Source: an optimization exercise on an open RTL-to-GDS flow (aim: small area). Production flows keep margins and buffers that such runs may drop. The RTL was checked by simulation tests, not by an equivalence proof against the original design.

File: flow/design.v
module control_pid #(
	parameter int KP = 100,
	parameter int KI = 1,
	parameter int KD = 10
)(
	input logic clk,
	input logic rst_n,
	input logic [11:0] gtob_out,   
	input logic [11:0] position_b_out,            
	output logic [17:0] duty_out     
);
	logic signed [31:0] error;
	logic signed [31:0] last_error;
	logic signed [31:0] control_val;
	logic signed [31:0] integral;
	logic signed [31:0] derivative;
	localparam signed [31:0] MIN_DUTY = 32'd50000;  
	localparam signed [31:0] OFFSET = 32'd75000;  
	localparam signed [31:0] MAX_DUTY= 32'd100000;  
	always_ff @(posedge clk or negedge rst_n) begin
		if(!rst_n) begin
			error <= 0;
			integral <= 0;
			last_error <= 0;
			derivative <= 0;
			control_val <= 0;
			duty_out <= 18'd0;  
		end else begin 
			error <= $signed({1'b0, gtob_out}) - $signed({1'b0, position_b_out});
			integral <= integral + error;   
			derivative <= error - last_error;    
			last_error <= error;    
			control_val <= OFFSET + (KP * error) + (KI * integral) + (KD * derivative);   
			if (control_val > MAX_DUTY)   
				duty_out <= MAX_DUTY;
			else if (control_val < MIN_DUTY)
				duty_out <= MIN_DUTY;
			else
				duty_out <= control_val[17:0];
		end
	end
endmodule
module current_process#(
	parameter [11:0] CURRENT_MAX = 12'd2500,  
	parameter TIME_LIMIT = 1000000  
)(
	input logic clk,
	input logic rst_n,
	input logic [11:0] current_b_out,
	output logic current_high
);
	logic [($clog2(TIME_LIMIT + 1))-1 : 0] time_current_high;
	always_ff @(posedge clk or negedge rst_n) begin
		if(!rst_n) begin
			time_current_high <= 0;
			current_high <= 1'b0;
		end else begin
			if (current_b_out > CURRENT_MAX) begin
				if(TIME_LIMIT > time_current_high) begin
					time_current_high <= time_current_high + 1'b1;
					current_high <= 1'b0;
				end else begin
					current_high <= 1'b1;
				end
			end else begin
				time_current_high <= '0;
				current_high <= 1'b0;
			end
		end
	end
endmodule
module mux(
	input logic current_high,
	input logic [17:0] duty_out,
	output logic [17:0] pwm_in
);
	always_comb begin
		if (current_high)
			pwm_in = 18'b0;
		else
			pwm_in = duty_out;
	end
endmodule
module pwm #(
	parameter CLK_IN = 50_000_000,  
	parameter FREQ_SERVO = 50      
)(
	input logic clk,          
	input logic rst_n,        
       	input logic [17:0] duty,  
	output logic pwm_out      
);
	localparam TOTAL_PERIOD = CLK_IN/FREQ_SERVO;   
	logic [19:0] counter;  
	always_ff@(posedge clk or negedge rst_n)begin
		if (!rst_n) begin                    
			counter <= '0;
		end else begin
			if (counter < TOTAL_PERIOD - 1)begin
				counter <= counter + 1;
			end else begin
				counter <= '0;
			end
         	end
	end
	assign pwm_out = (counter < duty);  
endmodule
module top_servo(
	input logic clk,
	input logic rst_n,
	input logic [11:0] target_pos,        
	input logic [11:0] measured_pos,      
	input logic [11:0] measured_current,  
	output logic pwm_out,
	output logic [17:0] duty,             
	output logic current_high             
);
	logic [11:0] gtob_out;
	logic [11:0] position_b_out;
	logic [11:0] current_b_out;
	logic [17:0] duty_out;
	logic [17:0] pwm_in;
	assign gtob_out = target_pos;
	assign position_b_out = measured_pos;
	assign current_b_out = measured_current;
	assign duty = pwm_in;
	control_pid pid_top(
		.clk(clk),
		.rst_n(rst_n),
		.gtob_out(gtob_out),
		.position_b_out(position_b_out),
		.duty_out(duty_out)
	);
	mux mux_top(
		.current_high(current_high),
		.duty_out(duty_out),
		.pwm_in(pwm_in)
	);
	pwm pwm_top(
		.clk(clk),
		.rst_n(rst_n),
		.duty(pwm_in),
		.pwm_out(pwm_out)
	);
	current_process current_process_top(
		.clk(clk),
		.rst_n(rst_n),
		.current_b_out(current_b_out),
		.current_high(current_high)
	);
endmodule
File: flow/run.sh
#!/bin/bash
# synth_recipe.tcl (not shown) runs the flow's synth.tcl, then flattens the netlist and writes it again
# the make line also repeats each setting of config.mk as NAME=value (left out here)
make -C /OpenROAD-flow-scripts/flow DESIGN_CONFIG=/design/flow/config.mk WORK_HOME=/design/flow/orfs CLKGATE_MAP_FILE= SYNTH_SCRIPT=/design/flow/synth_recipe.tcl finish
File: flow/config.mk
export PLATFORM = sky130hd
export DESIGN_NAME = top_servo
export DESIGN_NICKNAME = top_servo
export VERILOG_FILES = /design/flow/design.v
export SDC_FILE = /design/flow/constraint.sdc
export NUM_CORES = 4
export LEC_CHECK = 0
export CAP_MARGIN = 20
export CORE_MARGIN = 2
export CORE_UTILIZATION = 40
export SLEW_MARGIN = 20
File: flow/constraint.sdc
create_clock -name core_clock -period 20.0 [get_ports {clk}]
set_input_delay 4.0000 -clock core_clock [delete_from_list [all_inputs] [get_ports {clk}]]
set_output_delay 4.0000 -clock core_clock [all_outputs]
set_load 0.01 [all_outputs]
==> results by group <==
Status
  • Status: no timing/DRC/antenna violations

Synthesis
  • Dominant synthesized flop cell: dfrtp_1
  • Sequential share of the synthesized area: 0.314
  • YS warnings: 4
  • Net Count, Synth: between 1500 and 2000
  • Top post-synthesis cells by area: dfrtp_1, ha_1, fa_1, xnor2_1, inv_1
  • Number of flops mapped to enable cells by yosys: 0
  • Avg Cell Area, Syn: a little under 10 sq um
  • Async set-reset flop share out of synthesis: 1.00
  • Syn Std Cell Area: approximately 14000 sq um
  • Register bit total from synthesis: 180
  • Yosys top cell area share: 0.314
  • Synth unique cells: 72
  • Post-Synthesis Cells: approximately 1500
  • Biggest area consumer among synthesized cells: dfrtp_1

Layout
  • Commonest non-fill, non-tap cell in the layout: ha_1
  • Antenna diodes: 0
  • Net count, final: 1875
  • Layout Utilization: 0.452
  • Fin area: 16000 sq um
  • Most frequent cells in the layout: ha_1, dfrtp_1, inv_1
  • Area growth syn-to-layout: 11.8%
  • Share of layout cells above drive strength 1: 0.0375

Routing
  • DR pass1 iterations: 5
  • Final ANT Viol Nets: 0
  • DRC violations left: 0
  • Total wire length: 28100 um
  • Wire per inst: 13.8 um
  • Detailed router's first-iteration violation count: around 390
  • Vias per cell: ~5.1
  • Vias: about 10000

Floorplanning
  • CORE AREA: 35500 sq um
  • Initial Util: 0.404
  • Die height: 193 um
  • FP Rows: 69
  • Die area: between 30000 and 40000 sq um
  • Chip width: ~190 um
  • # IOs: 58

Clock network
  • Hold-fix buffers at CTS: 0
  • Post-CTS sizing: 0
  • Htree depth: 4
  • Bufs on Longest Clock Path: 2
  • Clock root cell: clkbuf_16
  • Clock sink count: 180
  • Clk pin slew, worst setup/hold paths: 0.08 ns
  • Post-CTS Setup Inserts: 0
  • CTS tree: built
  • Total CTS buffers: 17
  • Clock Latency Late Sink: 0.46 ns

STA
  • Fin Setup TNS: 0 ns
  • Tmin final: roughly 7.4 ns
  • Final hold vios: 0
  • Worst Tran Pin Value: 0.889 ns
  • Min Hold Slack: 0.428 ns
  • Clk_skew: roughly 0.022 ns
  • Peak Freq: around 0.14 GHz
  • Final setup violation count: 0
  • Slew HR: 0.407
  • Slew Limit Fails: 0
  • Tcrit/Tclk final: 0.368
  • Unrepaired setup endpoints after global routing: false

Global routing
  • Total track usage: 0.157
  • Vias in the first global route: 10530
  • Overflow after GRT: 0
  • Initial antenna violation count: 0
  • First-pass GRT wire length: 48700 um
  • Largest net degree at the start of global routing: 73

Worst hold path
  • Hold Path Class: flop to flop
  • Hold-critical path depth: 0
  • Hold Path Origin: pid_top.integral[0]$_DFF_PN0_
  • Hold Path Sink: pid_top.control_val[0]$_DFF_PN0_

Setup path
  • Crit. Startpoint: current_process_top.current_high$_DFF_PN0_
  • Flop2flop setup slack: between 10 and 15 ns
  • Worst reg2reg startpoint: pid_top.error[2]$_DFF_PN0_
  • Reg2reg end: pid_top.control_val[31]$_DFF_PN0_
  • CP arrival: 3.36 ns
  • CP required: 16.00 ns
  • Worst R2R Path Depth: 24
  • CP Max Fanout: 20
  • WS Path Type: flop to primary output
  • Critical Path End Type: primary output
  • Startpoint Class: flop

Placed design
  • Hpwl dp: 22500 um
  • Gp weighted congestion: 0.839
  • PortBufs: 57
  • Dpl cell area: ~15000 sq um

Job
  • Max Cap Violations: 0
==> worst max-delay path by stage <==
stage                                                    to  slack (ns)  cells past startpoint
final                                               pwm_out       12.64                     11
after global placement                              pwm_out       13.14                     11
after global routing                                pwm_out       12.47                     11
after CTS                                           pwm_out       12.57                     11
after floorplan           pid_top.control_val[31]$_DFF_PN0_       13.77                     25
after detailed placement                            pwm_out       13.09                     11
==> state kept, by name, summed over array words and instances, names as in the netlist <==
name	count
current_process_top.current_high	1
pwm_top.counter	20
pid_top.duty_out	18
pid_top.integral	32
current_process_top.time_current_high	20
pid_top.derivative	31
pid_top.error	13
pid_top.control_val	32
pid_top.last_error	13
==> per-stage QoR <==
step	instances	worst slack, ns
final	2033	12.64
after global placement	2001	13.14
after detailed placement	2001	13.09
after floorplan	1494	13.77
after CTS	2033	12.57
after global routing	2033	12.47
==> cells in the mapped netlist, types with 3 or more instances <==
library cell and n:
dfrtp_1 180, nand2b_1 35, and4_1 5, o21a_1 19, and2_1 15, nor3_1 25, a221oi_1 3, a211oi_1 5
or2_2 3, and3_1 10, o31ai_1 6, fa_1 48, xor2_1 57, inv_1 162, or3_1 7, a211oi_2 3
nor2_1 118, nand3_1 34, a31oi_1 11, o21bai_1 11, o2111ai_1 6, o211ai_1 8, nand2_1 68, nor2b_1 23
o21ai_1 34, a41oi_1 6, a311oi_1 4, a21o_1 40, o21ai_0 44, a21boi_1 8, nor4_1 9, a21oi_1 96
clkbuf_1 16, a211o_1 4, nand4_1 15, xnor2_1 80, ha_1 230
==> final cells by class <==
type / count / area (sq um)
Multi-Input combinational cell: 1136 / 9180
Clock buffer: 17 / 425
Inverter: 162 / 608
Timing Repair Buffer: 62 / 609
Fill cell: 3428 / 19400
Clock inverter: 15 / 141
Sequential cell: 180 / 4500
Tap cell: 461 / 577
==> cells by family (layout without fill, tap and decap cells) <==
family / Yosys count / count (layout) / synth area share
muxes: 1 / 1 / 0.000698
AOI/OAI and AO/OA: 339 / 339 / 0.156
xor gates and xnor gates: 138 / 138 / 0.0852
other: 1 / 1 / 0.000261
DFF: 180 / 180 / 0.314
adders and majority gates: 278 / 278 / 0.268
and+or+nand+nor: 379 / 379 / 0.130
buffers and inverters: 178 / 256 / 0.0466
==> critical path, cell delays in order, from the launching register on <==
cell,delay [ns]
dfrtp_1,0.53
nand2b_1,0.24
ha_1,0.29
a21o_1,0.16
a21o_1,0.17
a21o_1,0.18
a211oi_1,0.25
nor3_1,0.09
nor2_1,0.19
o21ai_1,0.09
a31oi_1,0.17
clkdlybuf4s50_1,0.55
==> per-layer routing <==
layer / vias to the layer above / global-route usage / wire length [um]
li1: 5327 / - / -
met1: 4917 / 0.208 / 13900
met2: 120 / 0.263 / 13100
met3: 26 / 0.0267 / 689
met4: 0 / 0.0424 / 401
met5: - / 0 / 0

port drivers added, routing unchanged:
Ports are ideal in the flow. The routed layout listed here was re-timed in OpenROAD. Step 1 sets driving cells, clkbuf_16 on the clock port and buf_2 on the other inputs (assumed; they add their load-dependent delay and slew). Step 2 also shifts input and output timing later by t, the mid clock arrival at the registers, as if the neighbouring blocks saw the same clock. a / b / c = no drivers / after step 1 / after step 2; a / b = the first two.
t, ns: 0.495
setup slack, ns: 12.635 / 12.589 / 13.084
hold WS [ns]: 0.428 / 0.428 / 0.428
latest minus earliest clock arrival (ns): 0.022 / 0.023
worst register clock-pin slew, ns: 0.08 / 0.08
After both steps this run still meets setup and hold. The setup slack of this run moves by -0.046 ns with the drivers and by +0.449 ns with both steps.
